From an optimization exercise on the open Yosys and OpenROAD flow, aimed at small area; shortcuts taken in it are not production practice. The RTL was checked by simulation tests, not by an equivalence proof against the original design. Power and IR drop assume default switching activity.

<file path="constraint.sdc">
create_clock -name core_clock -period 50.0 [get_ports {clk}]
set_input_delay 10.0000 -clock core_clock [delete_from_list [all_inputs] [get_ports {clk}]]
set_output_delay 10.0000 -clock core_clock [all_outputs]
set_load 0.01 [all_outputs]
</file>
<file path="design.v">
module CC(
           clk,
           rst_n,
           in_valid,
           mode,
           xi,
           yi,
           out_valid,
           xo,
           yo
       );
input               clk, rst_n, in_valid;
input       [1:0]   mode;
input       [7:0]   xi, yi;
output              out_valid;
output      [7:0]   xo, yo;
localparam S_IDLE = 3'd0;
localparam S_CAP  = 3'd1;
localparam S_DIV  = 3'd2;
localparam S_RUN  = 3'd3;
localparam S_MUL  = 3'd4;
localparam S_LD   = 3'd5;
localparam OP_C  = 3'd0;    
localparam OP_H  = 3'd1;    
localparam OP_R0 = 3'd2;    
localparam OP_R  = 3'd3;    
localparam OP_D  = 3'd4;    
localparam OP_S1 = 3'd5;    
localparam OP_S2 = 3'd6;    
reg [2:0] st;
reg [2:0] op;
reg [3:0] cnt;
reg       ph;
reg [1:0] md;
reg       valid;
reg       gneg;
reg       first;
reg [7:0] X, Y, YU;
reg [8:0] DY;
reg [7:0] AX, AR, AE, BX, BR, BE;
reg [8:0] AQ, BQ;
reg signed [13:0] MA, MB, SA, SB;
reg signed [15:0] ACC;
assign out_valid = valid;
assign xo = X & {8{valid}};
assign yo = Y & {8{valid}};
wire m0 = md == 2'd0;
wire m1 = md == 2'd1;
wire m2 = md == 2'd2;
wire cap = (st == S_IDLE && in_valid) || st == S_CAP;
wire [1:0] pidx = (st == S_IDLE) ? 2'd0 : cnt[1:0];
wire p3 = pidx == 2'd3;
wire [7:0] xprev = p3 ? (m1 ? X : BX) : AX;
wire [7:0] yprev = p3 ? (m1 ? Y : BE) : YU;
wire [8:0] xsub = {xprev[7], xprev} + {~xi[7], ~xi} + 9'd1;
wire ycin = ~(pidx == 2'd2 && m0);
wire [8:0] ysub = {yprev[7], yprev} + {~yi[7], ~yi} + {8'd0, ycin};
wire div    = st == S_DIV;
wire render = st == S_RUN;
wire [8:0] et = AE + AR + {7'd0, div & AQ[7]};
wire [9:0] eu = {1'b0, et} + {2'b11, ~DY[7:0]};       
wire       ec = ~eu[9];
wire [7:0] rem_new = ec ? eu[7:0] : et[7:0];
wire div_final = div && cnt[2:0] == 3'd7;
wire [8:0] fQ = div ? {AQ[8], AQ[6:0], ec} : AQ;
wire [7:0] fR = div ? rem_new : AR;
wire [7:0] fE = div_final ? 8'd0 : rem_new;
wire [7:0] fX = AX + (AQ[7:0] & {8{render}}) + {7'd0, render & ec};
wire row_end  = ~first && X == AX;
wire last_row = Y == YU;
wire swap = div_final || (render && (first || row_end));
wire [3:0] nlast = (op == OP_D) ? 4'd13 : (op[2] ? 4'd8 : 4'd7);
wire last = cnt == nlast;
wire mbit = ph ? SB[0] : SA[0];
reg  psign;
always @(*) begin
    case (op)
        OP_C, OP_D: psign = ph;
        OP_H, OP_R: psign = 1'b0;
        default:    psign = ~ph ^ gneg;
    endcase
end
wire mneg = psign ^ last;
wire signed [15:0] mc = ph ? MB : MA;
wire [15:0] ppx = (mc ^ {16{mneg}}) & {16{mbit}};
wire signed [15:0] asum = ACC + ppx + {15'd0, mbit & mneg};
wire [15:0] res = {ACC[7:0], SA[13:6]};
wire d_zero = (ACC == 16'd0) && (SA == 14'd0);
always @(posedge clk or negedge rst_n) begin
    if (!rst_n) begin
        st    <= S_IDLE;
        valid <= 1'b0;
    end else begin
        case (st)
            S_IDLE: begin
                valid <= 1'b0;
                if (in_valid) st <= S_CAP;
            end
            S_CAP:
                if (p3) st <= m0 ? S_DIV : S_MUL;
            S_DIV:
                if (cnt == 4'd15) begin
                    st    <= S_RUN;
                    valid <= 1'b1;
                end
            S_RUN:
                if (row_end && last_row) begin
                    st    <= S_IDLE;
                    valid <= 1'b0;
                end
            S_MUL:
                if (ph && last) st <= S_LD;
            S_LD:
                if (op == OP_D || op == OP_S2) begin
                    st    <= S_IDLE;
                    valid <= 1'b1;
                end else if (op != OP_H)
                    st <= S_MUL;
            default: st <= S_IDLE;
        endcase
    end
end
always @(posedge clk) begin
    if (st == S_IDLE)
        cnt <= 4'd1;
    else if (st == S_CAP && p3)
        cnt <= 4'd0;
    else if (st == S_LD)
        cnt <= 4'd0;
    else if (st != S_MUL || ph)
        cnt <= cnt + 4'd1;
    if (st == S_DIV && cnt == 4'd15)
        first <= 1'b1;
    else if (render)
        first <= row_end;
    if (cap) begin
        case (pidx)
            2'd0: begin
                md   <= mode;
                AX   <= xi;
                YU   <= yi;
                ph   <= 1'b0;
                gneg <= 1'b0;
            end
            2'd1: begin
                BX <= xi;
                BE <= yi;
                MA <= {{5{xsub[8]}}, xsub};
                MB <= {{5{ysub[8]}}, ysub};
            end
            2'd2: begin
                X  <= xi;
                Y  <= yi;
                AX <= xi;
                AQ <= xsub;
                DY <= ysub;
            end
            2'd3: begin
                BX <= xi;
                BQ <= xsub;
                AR <= AQ[8] ? DY[7:0] : 8'd0;
                AE <= AQ[8] ? DY[7:0] : 8'd0;
                BE <= xsub[8] ? DY[7:0] : 8'd0;
                BR <= m0 ? (xsub[8] ? DY[7:0] : 8'd0) : ysub[7:0];
                SA <= {{5{DY[8]}}, DY};
                SB <= {{5{AQ[8]}}, AQ};
                ACC <= 16'sd0;
                op  <= m1 ? OP_C : OP_S1;
                if (m2) begin
                    MA <= {{5{xsub[8]}}, xsub};
                    MB <= {{5{ysub[8]}}, ysub};
                end
            end
        endcase
    end
    if (swap) begin
        AX <= BX; AQ <= BQ; AR <= BR; AE <= BE;
        BX <= fX; BQ <= fQ; BR <= fR; BE <= fE;
    end else if (div) begin
        AQ <= fQ; AR <= fR; AE <= fE;
    end
    if (render) begin
        if (row_end) begin
            X <= BX;
            Y <= Y + 8'd1;
        end else
            X <= X + 8'd1;
    end
    if (st == S_MUL) begin
        if (ph) begin
            ACC <= asum >>> 1;
            SA  <= {asum[0], SA[13:1]};
            SB  <= SB >>> 1;
        end else
            ACC <= asum;
        ph <= ~ph;
    end
    if (st == S_LD) begin
        ACC <= 16'sd0;
        case (op)
            OP_C: begin
                {YU, DY[7:0]} <= res;
                SA <= MA;
                SB <= MB;
                op <= OP_H;
            end
            OP_H: begin
                {X, Y} <= res;
                MA <= {{5{BQ[8]}}, BQ};
                MB <= {{6{BR[7]}}, BR};
                op <= OP_R0;
            end
            OP_R0: begin
                SA <= MA;
                SB <= MB;
                op <= OP_R;
            end
            OP_R: begin
                MA <= res[13:0];
                MB <= {YU[5:0], DY[7:0]};
                SB <= {YU[5:0], DY[7:0]};
                SA <= {X[5:0], Y};
                op <= OP_D;
            end
            OP_D: begin
                X <= 8'd0;
                Y <= {6'd0, d_zero, ~ACC[15] & ~d_zero};
            end
            OP_S1: begin
                gneg <= ACC[15];
                SA <= {{5{DY[8]}}, DY};
                SB <= {{5{AQ[8]}}, AQ};
                op <= OP_S2;
            end
            default:
                {X, Y} <= res;
        endcase
    end
end
endmodule
</file>
<file path="run.sh">
#!/bin/bash
# synth_recipe.tcl (not shown) runs the flow's synth.tcl, then flattens the netlist and writes it again
# the make line also repeats each setting of config.mk as NAME=value (left out here)
make -C /OpenROAD-flow-scripts/flow DESIGN_CONFIG=/design/flow/config.mk WORK_HOME=/design/flow/orfs CLKGATE_MAP_FILE= SYNTH_SCRIPT=/design/flow/synth_recipe.tcl finish
</file>
<file path="config.mk">
export PLATFORM = sky130hd
export DESIGN_NAME = CC
export DESIGN_NICKNAME = CC
export VERILOG_FILES = /design/flow/design.v
export SDC_FILE = /design/flow/constraint.sdc
export NUM_CORES = 4
export LEC_CHECK = 0
export CAP_MARGIN = 20
export CORE_MARGIN = 2
export CORE_UTILIZATION = 40
export PLACE_DENSITY = 0.6
export SLEW_MARGIN = 20
</file>
==> impl_results.md <==
- FMAX: 80.4 MHz
- Layout cells sized above 1: 0.0482
- Yosys top cell by area: dfxtp_1
- ANT nets after route: 0
- CP cell instances: clkdlybuf4s50_1 -> fa_1 -> fa_1 -> nor2b_1 -> o21a_1 -> o21ai_1 -> a21oi_1 -> o22ai_1 -> nor2_1 -> or3_1 -> o21ai_0
- RSZ-0062 raised after global routing: false
- Hold path endpoint: SB[13]
- GPL Wtd Cong: 0.924
- RR Startpoint: st[2]
- Mapped Cells: 1687
- Logic gate share of total power: 0.582
- Sequential area share after synthesis: 0.336
- Port buffer count: 37
- Floorplan core area: 32600 um^2
- Most instantiated library cell after synthesis: nand2_1
- DR WL met3: 4190 um
- CTS buffer count: 17
- R2R Setup Slk: 43930 ps
- Worst EP arrival: 12750 ps
- Post-route worst setup slack: 37560 ps
- Sw frac: 0.494
- Final setup viols: 0
- Placement Rows: 66
- Kind of end point of the critical path: flip-flop
- Top routing layer used: met4
- Global-route wire length before repair: 70700 um
- Ys flop type: dfxtp_1
- Synthesized area: 13300 um^2
- Hold Buf Count CTS: 0
- Root buf cell: clkbuf_16
- Sequential Power Share: 0.291
- CP Class: in2reg
- Pins Over Slew Limit: 0
- Outcome: finished clean
- Overflow left after global routing: 0
- Met1 wire length: 19400 um
- Top post-synthesis cells by area: dfxtp_1, edfxtp_1, nand2_1
- Leakage: 5.73 nW
- Crit path top cell by count: fa_1
- DR iter-0 viols: 1494
- Worst hold start: SB[13]
- Clock skew: 17.3 ps
- Share of the synthesized area in the top cell type: 0.170
- Total GRT Usage: 0.273
- FFs w/ async S/R, synth: 0.0214
- Final Hold Fails: 0
- Max stage delay cell, worst path: clkdlybuf4s50_1
- FILL cells: 3271
- IO Pins: 38
- Worst hold path depth: 2
- Critical path's largest stage delay: 510 ps
- Sw Pwr: 578 uW
- Max-cap viol count: 0
- Die area: 34700 um^2
- Reg clk slew, reported paths: 80 ps
- Number of global-route vias before repair: 11900
- WP data required: 50310 ps
- PostCTS Resize Cnt: 0
- Number of synthesis warnings: 1
- Top cells by count, synth: nand2_1, a21oi_1, nor2_1, dfxtp_1, clkbuf_1
- Post-synth EDFFs: 70
- R2R depth: 26
- Drt wl/cell: 22.3 um
- Fin nets: 1731
- Number of setup buffers added after CTS: 0
- Drt pass-1 iters: 6
- Clock power share: 0.127
- Sequential Area: 4460 um^2
- #FFs+latches synth: 187
- Vias: 12700
- Initial antenna violation count: 0
- Initial Utilization: 0.407
- Fin crit period: 12440 ps
- Met2 routed WL: 21300 um
- Die H: 186 um
- Largest net degree at the start of global routing: 55
- Drt total wl: 46800 um
- Dpl ws: 37160 ps
- Htree depth: 4
- CTS tree: done
- Area Growth Syn to Fin: 9.54%
- Skew-Pair Late Insertion Delay: 470 ps
- Vias/cell: 6.03
- Syn Nets: 1772
- Worst slew pin tran: 992 ps
- Clock Path Buffers: 2
- Distinct cells, synth: 74
- R2r endpoint: BX[6]
- Hold Crit Class: reg2reg
- Area of the multi-input gates: 8140 um^2
- Crit share post-route: 0.249
- Power per cell area: 80.4 nW/um^2
- CTS sink cnt: 187
- Peak supply drop: 26.6 uV
- Syn Area/Cell: 7.87 um^2
- Critical path startpoint category: primary input
- Fin Setup TNS: 0 ps
- Slew headroom: 0.337
- Die width: 186 um
- Hpwl dp: 34400 um
- Max FO, Critical Path: 6
- DRC: 0
- Internal: 592 uW
## metrics by stage
step           total power [mW]  hold WS, ps  std cells  cell area, um^2   util
2_1_floorplan             0.805          454       1687            13300      -
3_3_place_gp              0.996          478       2069            13900  0.427
3_5_place_dp               1.01          487       2069            13900  0.427
4_1_cts                    1.16          505       2101            14500  0.446
5_1_grt                    1.25          550       2101            14500  0.446
6_report                   1.17          497       2102            14500  0.446
## cell usage in the layout (no fill, tap or decap), drive strengths merged, types with 19 or more instances in the layout
cell	count
a211oi	20
a21oi	165
and2	29
buf	26
clkdlybuf4s50	37
dfxtp	113
edfxtp	70
ha	54
inv	59
mux2i	50
nand2	227
nand2b	19
nand3	30
nor2	161
nor2b	56
nor3	24
o211ai	28
o21a	34
o21ai	158
xnor2	37
xor2	40
## final cells by class
class | instances | area share
diodes | 1 | 0.000172
well taps | 442 | 0.0380
inverters | 52 | 0.0136
clock buffers | 17 | 0.0292
flip-flops and latches | 187 | 0.307
repair buffers | 63 | 0.0389
clock inverters | 15 | 0.0136
multi-input cells | 1325 | 0.560
## cells by family after synthesis
| kind of cell | synth area share |
|---|---|
| simple gates | 0.210 |
| mux | 0.0411 |
| compound gates | 0.243 |
| fa+ha+maj | 0.0660 |
| xor+xnor | 0.0525 |
| buf+inv | 0.0519 |
| flops | 0.336 |
## sequential cells by signal (all words and copies together) (netlist names), 9 cells and up
register / flops
ACC: 16
DY: 9
MB: 14
BQ: 9
MA: 14
SB: 14
SA: 14
AQ: 9
## critical path, delay by kind of cell
| family | cells | cell delay [ps] |
|---|---|---|
| and+or+nand+nor | 3 | 600 |
| AOI/OAI and AO/OA | 5 | 680 |
| buffers and inverters | 1 | 510 |
| adders and majority gates | 2 | 950 |
## per-layer routing
| layer | track usage | vias to the layer above |
|---|---|---|
| met2 | 0.432 | 639 |
| met1 | 0.357 | 5996 |
| met5 | 0 | - |
| met3 | 0.0574 | 114 |
| met4 | 0.125 | 0 |
| li1 | - | 5926 |
## worst max path at each step
stage                     slack [ps]  cells after the start  endpoint   from
after floorplan                37980                      9     BR[6]  yi[0]
after global placement         37170                     11     MB[8]  yi[0]
after detailed placement       37160                     11    MB[10]  yi[0]
after CTS                      37610                     11    MB[12]  yi[0]
after global routing           37350                     11    MB[13]  yi[0]
final                          37560                     11    MB[10]  yi[0]
## power groups by stage
stage	sequential, mW	clock [mW]	combinational (mW)
after floorplan	0.276	0	0.529
after global placement	0.339	0	0.657
after detailed placement	0.339	0	0.667
after CTS	0.336	0.149	0.671
after global routing	0.345	0.155	0.746
final	0.340	0.149	0.681

-- afterwards: timing with drivers on the ports --
How much do the figures lean on ideal ports? The routed layout below was timed once more, with nothing changed but the port constraints.
Step 1 sets driving cells, clkbuf_16 on the clock port and buf_2 on the other inputs (assumed; they add their load-dependent delay and slew).
Step 2, shift: input delay + t, output delay - t, t = (earliest + latest rising clock arrival at the registers) / 2. This alone moves slack from input paths to output paths.
Three values: no drivers, after step 1, after step 2; two values: the first two.
shift t [ns]: 0.510
slack for setup (ns): 37.563 / 37.592 / 37.082
worst hold slack (ns): 0.497 / 0.497 / 0.497
latest minus earliest clock arrival (ns): 0.017 / 0.017
slew at the worst register clock pin (ns): 0.09 / 0.09
After both steps setup and hold are still met in this run. For this run, drivers alone change the setup slack by +0.029 ns; drivers and shift together by -0.481 ns.
